This design comes from an exercise in tuning for small area and a short achievable clock period on the open sky130 flow, not from production work.
Where RTL was checked, it was by simulation tests only, not by an equivalence proof against the original.

==> flow/design.v (excerpt) <==
module multiply_accumulate(
  clk,
  aresetn,
  reset,
  data,
  multi,
  result,
  overflow
);
  parameter I_OPP_W = 16;
  parameter O_OPP_W = 2 * I_OPP_W;
  input clk;
  input aresetn;
  input reset;
  input [I_OPP_W - 1:0] data;
  input [I_OPP_W - 1:0] multi;
  output reg [O_OPP_W - 1:0] result;
  output reg overflow;
  wire [16:0] bx = {multi, 1'b0};
  wire [7:0] one, two, neg;
  genvar g;
  generate for (g = 0; g < 8; g = g + 1) begin : enc
    assign one[g] = bx[2*g+1] ^ bx[2*g];
    assign two[g] = (bx[2*g+2] & ~bx[2*g+1] & ~bx[2*g]) | (~bx[2*g+2] & bx[2*g+1] & bx[2*g]);
    assign neg[g] = bx[2*g+2];
  end endgenerate
  wire [31:0] prod;
  multiplier_int u0(.clk(clk), .a(data), .one(one), .two(two), .neg(neg), .b(multi), .p(prod));
  localparam ND = 15;
  reg [30:0] pd [0:ND-2];
  integer i;
  always @(posedge clk) begin
    pd[0] <= prod[30:0];
    for (i = 1; i < ND - 1; i = i + 1)
      pd[i] <= pd[i-1];
  end
  wire [30:0] pp = pd[ND-2];
  ...
Settings: LEC_CHECK=0, CAP_MARGIN=20, CORE_MARGIN=2, CORE_UTILIZATION=65, CTS_BUF_LIST=sky130_fd_sc_hd__clkbuf_8, CTS_CLUSTER_DIAMETER=60, CTS_CLUSTER_SIZE=15, SETUP_SLACK_MARGIN=2.2, SLEW_MARGIN=20, TNS_END_PERCENT=0; clock period 4.5 ns.
standard.sh (not shown) runs the stock make flow with config.mk's settings and CLKGATE_MAP_FILE= SYNTH_SCRIPT=/design/flow/synth_recipe.tcl, a recipe that flattens the netlist after the stock synthesis.
==> flow/flow/run.sh <==
#!/bin/bash
export BUFFER_PORTS_ARGS="-buffer_cell sky130_fd_sc_hd__buf_1"
bash standard.sh > standard.log 2>&1
Then changed:
Settings changed: TNS_END_PERCENT 0 to 5.
Core utilization increases by 0.77 points.
Clock skew barely changes.
No run of this note included a check of the RTL's function; only the layout flow was run.


== run 1 ==
multiply_accumulate, a different RTL version from the one above (not shown whole).
For scale: roughly 0.022 mm² of cells after synthesis.
==> flow/design.v (excerpt) <==
module multiply_accumulate(
  clk,
  aresetn,
  reset,
  data,
  multi,
  result,
  overflow
);
  parameter I_OPP_W = 16;
  parameter O_OPP_W = 2 * I_OPP_W;
  input clk;
  input aresetn;
  input reset;
  input [I_OPP_W - 1:0] data;
  input [I_OPP_W - 1:0] multi;
  output reg [O_OPP_W - 1:0] result;
  output reg overflow;
  wire [16:0] bx = {multi, 1'b0};
  wire [7:0] one, two, neg;
  genvar g;
  generate for (g = 0; g < 8; g = g + 1) begin : enc
    assign one[g] = bx[2*g+1] ^ bx[2*g];
    assign two[g] = (bx[2*g+2] & ~bx[2*g+1] & ~bx[2*g]) | (~bx[2*g+2] & bx[2*g+1] & bx[2*g]);
    assign neg[g] = bx[2*g+2];
  end endgenerate
  wire [31:0] prod;
  multiplier_int u0(.clk(clk), .a(data), .one(one), .two(two), .neg(neg), .b(multi), .p(prod));
  localparam ND = 15;
  reg [30:0] pd [0:ND-2];
  integer i;
  always @(posedge clk) begin
    pd[0] <= prod[30:0];
    for (i = 1; i < ND - 1; i = i + 1)
      pd[i] <= pd[i-1];
  end
  wire [30:0] pp = pd[ND-2];
  wire [31:0] pfull = {pp[30] & (|pp[29:0]), pp};
  reg [4:0] cnt;
  reg [31:0] q;
  always @(posedge clk, negedge aresetn) begin
    if (aresetn == 0) begin
      cnt <= 0;
      q <= 0;
    end else begin
      if (cnt != 5'd16)
        cnt <= cnt + 5'd1;
      q <= (cnt == 5'd16) ? pfull : 32'd0;
    end
  end
  always @(posedge clk, negedge aresetn) begin
    if (aresetn == 0) begin
      result <= 0;
      overflow <= 0;
    end else if (reset == 1) begin
      result <= 0;
      overflow <= 0;
    end else begin
      result <= result + q;
      overflow <= result[O_OPP_W - 1] ^ q[31];
    end
  end
endmodule
clock: 4.5 ns
lec_check: 0
cap_margin: 20
core_margin: 2
core_utilization: 65
cts_buf_list: sky130_fd_sc_hd__clkbuf_8
cts_cluster_diameter: 60
cts_cluster_size: 15
place_density: 0.5
setup_slack_margin: 2.2
slew_margin: 20
tns_end_percent: 0
Scripts as last shown in full above: flow/flow/run.sh
Run 1 | status: complete | timing, DRC, antenna: pass
Inputs modified between run 1 and run 2:
- removing PLACE_DENSITY (formerly 0.5)
- changing TNS_END_PERCENT from 0 to 5
==> flow/flow/run.sh <==
#!/bin/bash
# The standard layout (standard.sh), with these changes to how it is made:
# - synthesis runs flow/synth.tcl: the standard flow's synthesis script, with ABC mapping
#   the logic for delay (flow/abc_delay.script);
# - Yosys does not map full/half adders to the library's fa/ha cells
#   (ADDER_MAP_FILE empty), so ABC maps that logic too;
# - port buffers are sky130_fd_sc_hd__buf_1, the smallest buffer.
export MY_FLOW_DIR=$PWD/flow
bash standard.sh "SYNTH_SCRIPT=$PWD/flow/synth.tcl" "ADDER_MAP_FILE=" \
  "BUFFER_PORTS_ARGS=-buffer_cell sky130_fd_sc_hd__buf_1" finish > standard.log 2>&1
==> flow/flow/abc_delay.script (new file) <==
strash
&get -n
&st
&dch -f
&nf -D 1500
&put
buffer -c
topo
upsize -c -D 1500
dnsize -c -D 1500
==> flow/flow/synth.tcl (new file) <==
# The standard flow's synthesis script (synth_recipe.tcl, which runs ORFS's synth.tcl) with
# one change: ABC maps the combinational logic with flow/abc_delay.script, a
# delay-driven script, instead of ORFS's abc_speed.script.  Registers are
# mapped before ABC runs and are not changed by it.
proc abc {args} {
  set i [lsearch -exact $args -script]
  if {$i >= 0} {
    set args [lreplace $args [expr {$i + 1}] [expr {$i + 1}] $::env(MY_FLOW_DIR)/abc_delay.script]
  }
  puts "flow/synth.tcl: abc $args"
  yosys abc {*}$args
}
source $::env(MY_FLOW_DIR)/../synth_recipe.tcl
Notes after the runs:
| area share of and/or/nand/nor cells after synthesis | run 2 vs run 1 | 2.8 points higher |
Setup fix buffers added after clock tree synthesis: run 2 > run 1
Overall die width: run 2 vs run 1 up about 2.6%
Higher synthesis-to-layout area growth among run 1 and run 2: run 2
Delta (run 2 minus run 1): number of logic stages on the critical path including buffering did not really move, cell area went up, utilization went up, post-route worst setup slack went up.
## Diff of input files: run 3 against run 2
- swapping 2.2 for 2.5 in SETUP_SLACK_MARGIN
- swapping 5 for 0 in TNS_END_PERCENT
==> flow/run.sh (new file) <==
#!/bin/bash
# synth_recipe.tcl (not shown) runs the flow's synth.tcl, then flattens the netlist and writes it again
# the make line also repeats each setting of config.mk as NAME=value (left out here)
make -C /OpenROAD-flow-scripts/flow DESIGN_CONFIG=/design/flow/config.mk WORK_HOME=/design/flow/orfs CLKGATE_MAP_FILE= SYNTH_SCRIPT=/design/flow/synth_recipe.tcl finish
removed: flow/flow/run.sh
removed: flow/flow/abc_delay.script
removed: flow/flow/synth.tcl
removed: flow/standard.sh
Findings:
Layout cell share with drive strength beyond 1 for run 3: 2.9 points down relative to run 2. Compared run 3 vs run 2, and combined global-route utilization of all metal layers is down in run 3. Number of logic inverters in the finished layout, run 2 and run 3: higher on run 3. Diff run 2 and run 3: wire length higher in run 2. Looking only at via count, and setting everything else aside, the higher value of run 2 and run 3 goes to run 2. NOTE area after synthesis run 2->run 3 decreased by a few percent. Run 3 vs run 2: fraction of met2 tracks used by global routing down in run 3.
Relative to run 3, the following input files were edited for run 4:
- SETUP_SLACK_MARGIN changed from 2.5 to 2.0
- TNS_END_PERCENT removed (was 0)
- ABC_AREA newly set to 1
Notes after the runs:
- Run 4 reached the end of the flow, and the finished layout is clean on the timing, design-rule and antenna checks.
- Run 3 was routed with fewer vias than run 4.
- [compare] base=run 3 new=run 4: final core utilization climbed 2.3 points, die extent in y climbed about 1.2%, post-layout instance area climbed 6.0%, simple-gate area share of the yosys netlist climbed 5.1 points.
- Delta (run 4 minus run 3): worst hold slack has decreased, multi-input combinational cell count has increased.
- On run 4: all-layer global routing usage is 6.1 points higher than what run 3 gave.
- Min critical-path maximum fanout across run 3 and run 4: run 4


== v18 ==
multiply_accumulate again, from the RTL that the note above started with.
Settings: LEC_CHECK=0, CAP_MARGIN=20, CORE_MARGIN=2, CORE_UTILIZATION=65, CTS_BUF_LIST=sky130_fd_sc_hd__clkbuf_8, CTS_CLUSTER_DIAMETER=60, CTS_CLUSTER_SIZE=15, SETUP_SLACK_MARGIN=2.5, SLEW_MARGIN=20, TNS_END_PERCENT=20; clock period 4.5 ns.
==> flow/flow/run.sh <==
#!/bin/bash
# The standard layout (standard.sh), with these changes to how it is made:
# - synthesis runs flow/synth.tcl: the standard flow's synthesis script, with ABC mapping
#   the logic for delay (flow/abc_delay.script);
# - Yosys does not map full/half adders to the library's fa/ha cells
#   (ADDER_MAP_FILE empty), so ABC maps that logic too;
# - timing repair may resize cells to a different footprint;
# - port buffers are sky130_fd_sc_hd__buf_1, the smallest buffer.
export MY_FLOW_DIR=$PWD/flow
bash standard.sh "SYNTH_SCRIPT=$PWD/flow/synth.tcl" "ADDER_MAP_FILE=" "MATCH_CELL_FOOTPRINT=0" \
  "BUFFER_PORTS_ARGS=-buffer_cell sky130_fd_sc_hd__buf_1" finish > standard.log 2>&1
==> flow/flow/abc_delay.script <==
&get -n
&st
&dch
&nf -D 1500
&put
buffer -c
topo
stime -c
upsize -c -D 1500
dnsize -c -D 1500
==> flow/flow/synth.tcl <==
# The standard flow's synthesis script (synth_recipe.tcl, which runs ORFS's synth.tcl) with
# one change: ABC maps the combinational logic with flow/abc_delay.script, a
# delay-driven script, instead of ORFS's abc_speed.script.  Registers are
# mapped before ABC runs and are not changed by it.
proc abc {args} {
  set i [lsearch -exact $args -script]
  if {$i >= 0} {
    set args [lreplace $args [expr {$i + 1}] [expr {$i + 1}] $::env(MY_FLOW_DIR)/abc_delay.script]
  }
  puts "flow/synth.tcl: abc $args"
  yosys abc {*}$args
}
source $::env(MY_FLOW_DIR)/../synth_recipe.tcl
Input changes introduced in v26 (baseline for comparison: v18):
Settings: a deleted TNS_END_PERCENT that had been 20; a change of SETUP_SLACK_MARGIN from 2.5 to 2.3.
==> flow/run.sh (new file) <==
#!/bin/bash
# synth_recipe.tcl (not shown) runs the flow's synth.tcl, then flattens the netlist and writes it again
# the make line also repeats each setting of config.mk as NAME=value (left out here)
make -C /OpenROAD-flow-scripts/flow DESIGN_CONFIG=/design/flow/config.mk WORK_HOME=/design/flow/orfs CLKGATE_MAP_FILE= SYNTH_SCRIPT=/design/flow/synth_recipe.tcl finish
removed: flow/flow/run.sh
removed: flow/flow/abc_delay.script
removed: flow/flow/synth.tcl
removed: flow/standard.sh
Findings:
- Compared to v18, v26 has area after detailed placement 310 sq um higher.
- Higher non-clock buffer count among v26 and v18: v18
- Summary of v26 over v18: final cell area excluding filler cells about even; count of input and output buffers about even; synthesis-to-finish area growth rose 3.1 points; first-pass GRT wire length fell about 10%.
- Final clock period utilization by the worst path (higher): v26
- v26 ended up with adder cells as its combinational family with the most area after synthesis; v18 ended up with XOR/XNOR gates.
Modified inputs, v44 compared to v26
Settings: SETUP_SLACK_MARGIN now 2.0, was 2.3; TNS_END_PERCENT now 5, previously not set.
## What came out
- Looking only at number of setup buffers added after CTS, and setting everything else aside, the higher value of v26 and v44 goes to v26.
- Cmp v44 vs v26: final core utilization lower in v44
- Diff v26 -> v44 | non-clock buffer count | down by more than a quarter
- Global routing met3 resource utilization ended up 0.28 points lower on v44 than on v26.
- Worst setup slack: higher on v44
- For cell depth of the worst setup path, v26 and v44 come out practically identical.
Input-level comparison between v8 and v44:
Settings: CORE_UTILIZATION changed from 65 to 40; CTS_CLUSTER_SIZE removed (was 15); CTS_CLUSTER_DIAMETER removed (was 60); TNS_END_PERCENT removed (was 5); CTS_BUF_LIST removed (was sky130_fd_sc_hd__clkbuf_8).
Results
Cmp v44 and v8 / largest net degree at the start of global routing / lower: v8. The via count of v8 and that of v44 are within noise of each other. v8 vs v44: slew at the pin closest to its max-slew limit up. A critical path launch point of result[1]$_DFF_PN0_ is what v44 shows, while q[1]$_DFF_PN0_ belongs to v8. v8 vs v44, destination of the critical timing path: result[25]$_DFF_PN0_ vs result[30]$_DFF_PN0_.


multiply_accumulate again, from the RTL that the note above started with.
Settings: LEC_CHECK=0, CAP_MARGIN=20, CORE_MARGIN=2, CORE_UTILIZATION=65, CTS_BUF_LIST=sky130_fd_sc_hd__clkbuf_8, CTS_CLUSTER_DIAMETER=60, CTS_CLUSTER_SIZE=15, SETUP_SLACK_MARGIN=2.5, SLEW_MARGIN=20, TNS_END_PERCENT=0; clock period 4.5 ns.
==> flow/flow/run.sh <==
#!/bin/bash
# The standard layout (standard.sh), with these changes to how it is made:
# - synthesis runs flow/synth.tcl: the standard flow's synthesis script, with ABC mapping
#   the logic for delay (flow/abc_delay.script);
# - Yosys does not map full/half adders to the library's fa/ha cells
#   (ADDER_MAP_FILE empty), so ABC maps that logic too;
# - timing repair may resize cells to a different footprint;
# - port buffers are sky130_fd_sc_hd__buf_1, the smallest buffer.
export MY_FLOW_DIR=$PWD/flow
bash standard.sh "SYNTH_SCRIPT=$PWD/flow/synth.tcl" "ADDER_MAP_FILE=" "MATCH_CELL_FOOTPRINT=0" \
  "BUFFER_PORTS_ARGS=-buffer_cell sky130_fd_sc_hd__buf_1" finish > standard.log 2>&1
==> flow/flow/abc_delay.script <==
&get -n
&st
&dch
&nf -D 1500
&put
buffer -c
topo
stime -c
upsize -c -D 1500
dnsize -c -D 1500
==> flow/flow/synth.tcl <==
# The standard flow's synthesis script (synth_recipe.tcl, which runs ORFS's synth.tcl) with
# one change: ABC maps the combinational logic with flow/abc_delay.script, a
# delay-driven script, instead of ORFS's abc_speed.script.  Registers are
# mapped before ABC runs and are not changed by it.
proc abc {args} {
  set i [lsearch -exact $args -script]
  if {$i >= 0} {
    set args [lreplace $args [expr {$i + 1}] [expr {$i + 1}] $::env(MY_FLOW_DIR)/abc_delay.script]
  }
  puts "flow/synth.tcl: abc $args"
  yosys abc {*}$args
}
source $::env(MY_FLOW_DIR)/../synth_recipe.tcl
The baseline finished with timing, DRC and antenna clean.
Edit:
--- a/flow/flow/run.sh
+++ b/flow/flow/run.sh
@@ -7 +6,0 @@
-# - timing repair may resize cells to a different footprint;
@@ -10 +9 @@
-bash standard.sh "SYNTH_SCRIPT=$PWD/flow/synth.tcl" "ADDER_MAP_FILE=" "MATCH_CELL_FOOTPRINT=0" \
+bash standard.sh "SYNTH_SCRIPT=$PWD/flow/synth.tcl" "ADDER_MAP_FILE=" \
==> flow/flow/abc_delay.script (replaced) <==
strash
&get -n
&st
&dch -f
&nf -D 1500
&put
buffer -c
topo
upsize -c -D 1500
dnsize -c -D 1500
Outcome: Setup slack improves by 0.037 ns. Core utilization increases by 0.32 points. Routed wire length increases by about 1%. Synthesized area increases by 2.8%. Design area increases by about 3.4%.
Edit:
==> flow/flow/abc_delay.script (replaced) <==
&get -n
&st
&dch
&nf -D 1500
&put
buffer -c
topo
stime -c
upsize -c -D 1500
dnsize -c -D 1500
Settings changed: SETUP_SLACK_MARGIN 2.5 to 2.2.
Result:
- The new run finished with timing, DRC and antenna clean
- maximum frequency goes down by 2.1%
- wire length fell by 2.5%
- via count decreases by 2.4%
- worst hold slack improves by 0.083 ns
- area after synthesis came out lower by 2.7%
- global-route usage went up by 0.19 points
- clock skew goes down by 0.014 ns
- synthesized cell count drops by 1.2%
- die area fell by 2.7%
Edit:
==> flow/run.sh (new file) <==
#!/bin/bash
# synth_recipe.tcl (not shown) runs the flow's synth.tcl, then flattens the netlist and writes it again
# the make line also repeats each setting of config.mk as NAME=value (left out here)
make -C /OpenROAD-flow-scripts/flow DESIGN_CONFIG=/design/flow/config.mk WORK_HOME=/design/flow/orfs CLKGATE_MAP_FILE= SYNTH_SCRIPT=/design/flow/synth_recipe.tcl finish
removed: flow/flow/run.sh
removed: flow/flow/abc_delay.script
removed: flow/flow/synth.tcl
removed: flow/standard.sh
=>
- cell area grows slightly
- clock skew stays flat
- sequential cell count stays the same
- area after synthesis is lower by a few percent
- fmax went down by a few percent
- final cell count shrinks by a little under a tenth
- setup slack loses 0.067 ns
- first-iteration DRC count went down by about a fifth
- core utilization grows by 2.2 points

-- port drivers added, routing unchanged --
How much do the figures lean on ideal ports? The routed layouts below were timed once more, with nothing changed but the port constraints. Step 1 (the two cells are an assumption about what drives the block):
set clk [get_ports {clk}]
set_driving_cell -lib_cell sky130_fd_sc_hd__clkbuf_16 $clk
set_driving_cell -lib_cell sky130_fd_sc_hd__buf_2 [delete_from_list [all_inputs] $clk]
Step 2 adds t to the input delays and takes it off the output delays; t is the mean of the earliest and latest rising clock arrival at the registers after step 1. Input paths then give back, and output paths get back, about the clock's delay inside the block. Three values: ideal, step 1, step 2; two values: the first two.
| run | shift t [ns] | setup slack, ns | worst data-port slew with drivers (ns) | pins driven straight from the clock port |
|---|---|---|---|---|
| the first run of note 1 | 0.673 | 1.671 / 1.671 / 1.671 | 0.03 | 1 |
| the second run of note 1 | 0.639 | 1.617 / 1.617 / 1.617 | 0.03 | 1 |
| run 1 | 0.686 | 1.825 / 1.825 / 1.825 | 0.03 | 1 |
| run 2 | 0.680 | 2.048 / 2.048 / 2.048 | 0.04 | 1 |
| run 3 | 0.679 | 1.846 / 1.833 / 1.709 | 0.05 | 1 |
| run 4 | 0.684 | 1.818 / 1.818 / 1.685 | 0.04 | 1 |
| v18 | 0.691 | 1.996 / 1.996 / 1.996 | 0.03 | 1 |
| v26 | 0.663 | 1.756 / 1.756 / 1.756 | 0.04 | 1 |
| v44 | 0.661 | 1.887 / 1.887 / 1.687 | 0.04 | 1 |
| v8 | 0.656 | 1.907 / 1.907 / 1.752 | 0.04 | 1 |
| the first run of note 4 | 0.702 | 1.931 / 1.931 / 1.931 | 0.03 | 1 |
| the second run of note 4 | 0.704 | 1.969 / 1.969 / 1.969 | 0.03 | 1 |
| the third run of note 4 | 0.695 | 1.913 / 1.913 / 1.913 | 0.03 | 1 |
| the fourth run of note 4 | 0.679 | 1.846 / 1.833 / 1.709 | 0.05 | 1 |
After both steps every run listed still meets setup and hold. For v44, which loses most, drivers alone change the setup slack by 0.000 ns; drivers and shift together by -0.200 ns.
